This design comes from an exercise in tuning for small area and a short achievable clock period on the open sky130 flow, not from production work.
In this exercise RTL edits were held to simulation tests only and were not proved equivalent to the original.
No driver is modelled on the clock port, so clock power and skew are understated where the tree is cut down; a real chip needs a root buffer or a tree.
Power is estimated from default activity; no workload was simulated.

Design adder_top, start of the top module:
module adder_top (
    input         clk,
    input  [63:0] a,
    input  [63:0] b,
    input         cin,
    output [63:0] sum,
    output        cout
);
For scale: roughly 790 cells after synthesis, about 190 flip-flops, about 7600 um^2 of cells after synthesis.
Settings: LEC_CHECK=0, ABC_CLOCK_PERIOD_IN_PS=1500, CAP_MARGIN=20, CORE_MARGIN=2, CORE_UTILIZATION=40, PLACE_DENSITY=0.6, SETUP_SLACK_MARGIN=1.4, SLEW_MARGIN=20, SYNTH_HIERARCHICAL=1; clock period 3.1 ns.
standard.sh (not shown) runs the stock make flow with config.mk's settings and CLKGATE_MAP_FILE= SYNTH_SCRIPT=/design/flow/synth_recipe.tcl, a recipe that flattens the netlist after the stock synthesis.
==> flow/flow/run.sh <==
#!/bin/bash
# Layout: the standard ORFS flow (standard.sh) with these changes:
#  - after floorplanning, flow/downsize.tcl sets every logic gate to its
#    smallest drive strength (timing repair later upsizes what it needs);
#  - the input and output ports are buffered by buf_1 (buffer_ports -buffer_cell),
#    and after clock tree synthesis flow/outbuf.tcl makes the output ones stronger;
#  - after clock tree synthesis, flow/clocktree.tcl replaces the clock tree with
#    a two-level one (see its header); timing repair then runs after global
#    routing, on the new tree.
# make's full output goes to flow_make.log; each ORFS step logs to orfs/logs/.
set -euo pipefail
here=$(pwd)
# clock tree cells (read by flow/clocktree.tcl)
export CT_IN_ROOTS=3 CT_IN_LEAVES=9 CT_OUT_LEAVES=4
export CT_IN_CELL=sky130_fd_sc_hd__clkbuf_16
export CT_IN_LEAF_CELL=sky130_fd_sc_hd__clkbuf_8
export CT_MID_CELL=sky130_fd_sc_hd__clkbuf_2
export CT_OUT_CELL=sky130_fd_sc_hd__clkbuf_16
# output port buffer (read by flow/outbuf.tcl)
export OUT_PORT_BUF=sky130_fd_sc_hd__buf_2
bash standard.sh \
  BUFFER_PORTS_ARGS="-buffer_cell sky130_fd_sc_hd__buf_1" \
  POST_FLOORPLAN_TCL="$here/flow/downsize.tcl" \
  SKIP_CTS_REPAIR_TIMING=1 \
  POST_CTS_TCL="$here/flow/post_cts.tcl" \
  finish > flow_make.log 2>&1
==> flow/flow/outbuf.tcl <==
# Give the output ports a stronger buffer than the one buffer_ports put on
# every port (OUT_PORT_BUF, default buf_2): the path from the result
# registers to the outputs is one of the critical ones.
set ob_cell [expr { [info exists ::env(OUT_PORT_BUF)] ? $::env(OUT_PORT_BUF) : "sky130_fd_sc_hd__buf_2" }]
set ob_master [[ord::get_db] findMaster $ob_cell]
if { $ob_master eq "NULL" } { error "no cell $ob_cell" }
set ob_count 0
foreach bt [[ord::get_db_block] getBTerms] {
  if { [$bt getIoType] ne "OUTPUT" } { continue }
  set net [$bt getNet]
  foreach it [$net getITerms] {
    if { [[$it getMTerm] getIoType] ne "OUTPUT" } { continue }
    set inst [$it getInst]
    if { [string match "sky130_fd_sc_hd__buf_*" [[$inst getMaster] getName]] } {
      $inst swapMaster $ob_master
      incr ob_count
    }
  }
}
puts "outbuf: $ob_count output port buffers are now $ob_cell"
Other scripts of this flow, unchanged in this note and not shown: flow/flow/clocktree.tcl, flow/flow/downsize.tcl, flow/flow/post_cts.tcl
Edit:
SETUP_SLACK_MARGIN = 1.5   (was 1.4)
Utilization grows by 3.1 points.
Cell area grows by 6.5%.
Setup slack improved by 0.033 ns.
Via count came out higher by 0.61%.
Sequential cell count stays the same.
Edit:
CORE_UTILIZATION = 50   (was 40)
PLACE_DENSITY = 0.7   (was 0.6)
SETUP_SLACK_MARGIN = 1.4   (was 1.5)
Result:
- sequential share of layout area came out higher by 2.0 points
- clock skew came out higher by 0.0054 ns
- via count came out higher slightly
- critical path depth does not change
Edit:
--- a/flow/flow/run.sh
+++ b/flow/flow/run.sh
@@ -19,3 +19,3 @@
 # output port buffer (read by flow/outbuf.tcl)
-export OUT_PORT_BUF=sky130_fd_sc_hd__buf_2
+export OUT_PORT_BUF=sky130_fd_sc_hd__buf_1
 bash standard.sh \
CORE_UTILIZATION = 40   (was 50)
PLACE_DENSITY = 0.6   (was 0.7)
After rerunning:
- clock skew came out higher by 0.015 ns
- via count shrinks by a few percent
- sequential power hardly moves
- synthesized area stays the same
- worst setup slack is better by 0.082 ns
- cell count came out higher by a few percent
- critical path depth is lower by 8
- synthesized cell count does not change
- final area is about the same
- routed wire length rises by a few percent
- utilization is lower by 11 points
Edit:
--- a/flow/flow/run.sh
+++ b/flow/flow/run.sh
@@ -19,3 +19,3 @@
 # output port buffer (read by flow/outbuf.tcl)
-export OUT_PORT_BUF=sky130_fd_sc_hd__buf_1
+export OUT_PORT_BUF=sky130_fd_sc_hd__buf_2
 bash standard.sh \
SETUP_SLACK_MARGIN = 1.3   (was 1.4)
- power fell slightly
- worst hold slack loses 0.055 ns
- final area drops by a few percent
- area after synthesis stays the same
- fmax goes down by a few percent
- worst setup slack degrades by 0.067 ns
- global-route usage went down by 0.36 points
- utilization came out lower by 1.4 points
- cell count decreases slightly
- synthesized cell count does not change
- sequential power is about the same
In every run of this note, the design's own scripts or RTL, not TritonCTS, make the clock network.

* * *

adder_top, a different RTL version from the one above (not shown whole).
Size: roughly 7600 um^2 of cells after synthesis.
// adder_top
module adder_top (
    input         clk,
    input  [63:0] a,
    input  [63:0] b,
    input         cin,
    output [63:0] sum,
    output        cout
);
    reg [63:0] a_q, b_q;
    reg        cin_q;
    reg [63:0] sum_q;
    reg        cout_q;
    wire [63:0] s;
    wire        c;
    Adder #(.WIDTH(64)) u_adder (
        .io_a   (a_q),
        .io_b   (b_q),
        .io_cin (cin_q),
        .io_sum (s),
        .io_cout(c)
    );
    always @(posedge clk) begin
        a_q    <= a;
        b_q    <= b;
        cin_q  <= cin;
        sum_q  <= s;
        cout_q <= c;
    end
    assign sum  = sum_q;
    assign cout = cout_q;
endmodule
Settings: LEC_CHECK=0, ABC_CLOCK_PERIOD_IN_PS=1500, CAP_MARGIN=20, CORE_MARGIN=2, CORE_UTILIZATION=40, PLACE_DENSITY=0.6, SETUP_SLACK_MARGIN=1.1, SLEW_MARGIN=20, SYNTH_HIERARCHICAL=1; clock period 3.1 ns.
==> flow/flow/run.sh <==
#!/bin/bash
# Layout: the standard ORFS flow, with the input and output ports buffered
# by a plain buffer (buf_2) instead of the cell buffer_ports picks on its own.
set -euo pipefail
bash standard.sh BUFFER_PORTS_ARGS="-buffer_cell sky130_fd_sc_hd__buf_2" finish > flow_make.log 2>&1
The baseline finished clean.
Next try:
- ABC_CLOCK_PERIOD_IN_PS: 1500 -> 1000
- CORE_UTILIZATION: 40 -> 65
- PLACE_DENSITY: 0.6 -> 0.85
- SETUP_SLACK_MARGIN: 1.1 -> 1.4
With this change the flow stopped in global routing.
Area after synthesis is unchanged.
Synthesized cell count does not change.
Next try:
==> flow/flow/run.sh (replaced) <==
#!/bin/bash
# Layout: the standard ORFS flow, with the input and output ports buffered
# by a plain buffer (buf_1) instead of the cell buffer_ports picks on its own.
set -euo pipefail
bash standard.sh BUFFER_PORTS_ARGS="-buffer_cell sky130_fd_sc_hd__buf_1" finish > flow_make.log 2>&1
- ABC_CLOCK_PERIOD_IN_PS: 1000 -> 1500
- CORE_UTILIZATION: 65 -> 40
- CTS_BUF_LIST: not set -> sky130_fd_sc_hd__clkbuf_8
- PLACE_DENSITY: 0.85 -> 0.6
- SETUP_SLACK_MARGIN: 1.4 -> 1.1
The changed run passed the timing, DRC and antenna checks.
Synthesized area is unchanged.
Synthesized cell count is unchanged.
Next try:
==> flow/run.sh (new file) <==
#!/bin/bash
# synth_recipe.tcl (not shown) runs the flow's synth.tcl, then flattens the netlist and writes it again
# the make line also repeats each setting of config.mk as NAME=value (left out here)
make -C /OpenROAD-flow-scripts/flow DESIGN_CONFIG=/design/flow/config.mk WORK_HOME=/design/flow/orfs CLKGATE_MAP_FILE= SYNTH_SCRIPT=/design/flow/synth_recipe.tcl finish
- CTS_BUF_LIST: sky130_fd_sc_hd__clkbuf_8 -> not set
removed: flow/flow/run.sh
removed: flow/standard.sh
Effect:
- The changed run passed the timing, DRC and antenna checks
- final cell count stays the same
- final area rises by roughly a tenth
- synthesized area is unchanged
- critical path depth drops by 8
- routed wire length rose by a few percent
- via count is higher slightly
- clock power rises by about a fifth
- count of clock-buffer cells in the layout rose by 2
- hold slack improved by 220 ps
- total power grows by roughly a tenth

## what the ideal ports hide
Ports are ideal in the flow. The routed layouts listed here were re-timed in OpenROAD.
Step 1: set_driving_cell puts a clkbuf_16 on clk and a buf_2 on each other input, an assumption about the parent block.
Step 2 adds t to the input delays and takes it off the output delays; t is the mean of the earliest and latest rising clock arrival at the registers after step 1. Input paths then give back, and output paths get back, about the clock's delay inside the block.
Three values: ideal, step 1, step 2; two values: the first two.
run	t, ns	slack for setup (ns)	worst register clock-pin slew, ns
the first run of note 1	0.505	1.443 / 1.364 / 1.466	0.12 / 0.12
the second run of note 1	0.488	1.475 / 1.407 / 1.475	0.10 / 0.10
the third run of note 1	0.479	1.358 / 1.357 / 1.357	0.10 / 0.10
the fourth run of note 1	0.506	1.440 / 1.357 / 1.469	0.11 / 0.11
the fifth run of note 1	0.500	1.372 / 1.367 / 1.372	0.10 / 0.10
the first run of note 2	0.476	1.157 / 1.157 / 1.157	0.07 / 0.07
the third run of note 2	0.505	1.151 / 1.151 / 1.151	0.11 / 0.11
the fourth run of note 2	0.475	1.159 / 1.114 / 1.177	0.07 / 0.07
After both steps every run listed still meets setup and hold. For the third run of note 1, which loses most, drivers alone change the setup slack by -0.001 ns; drivers and shift together by -0.001 ns.
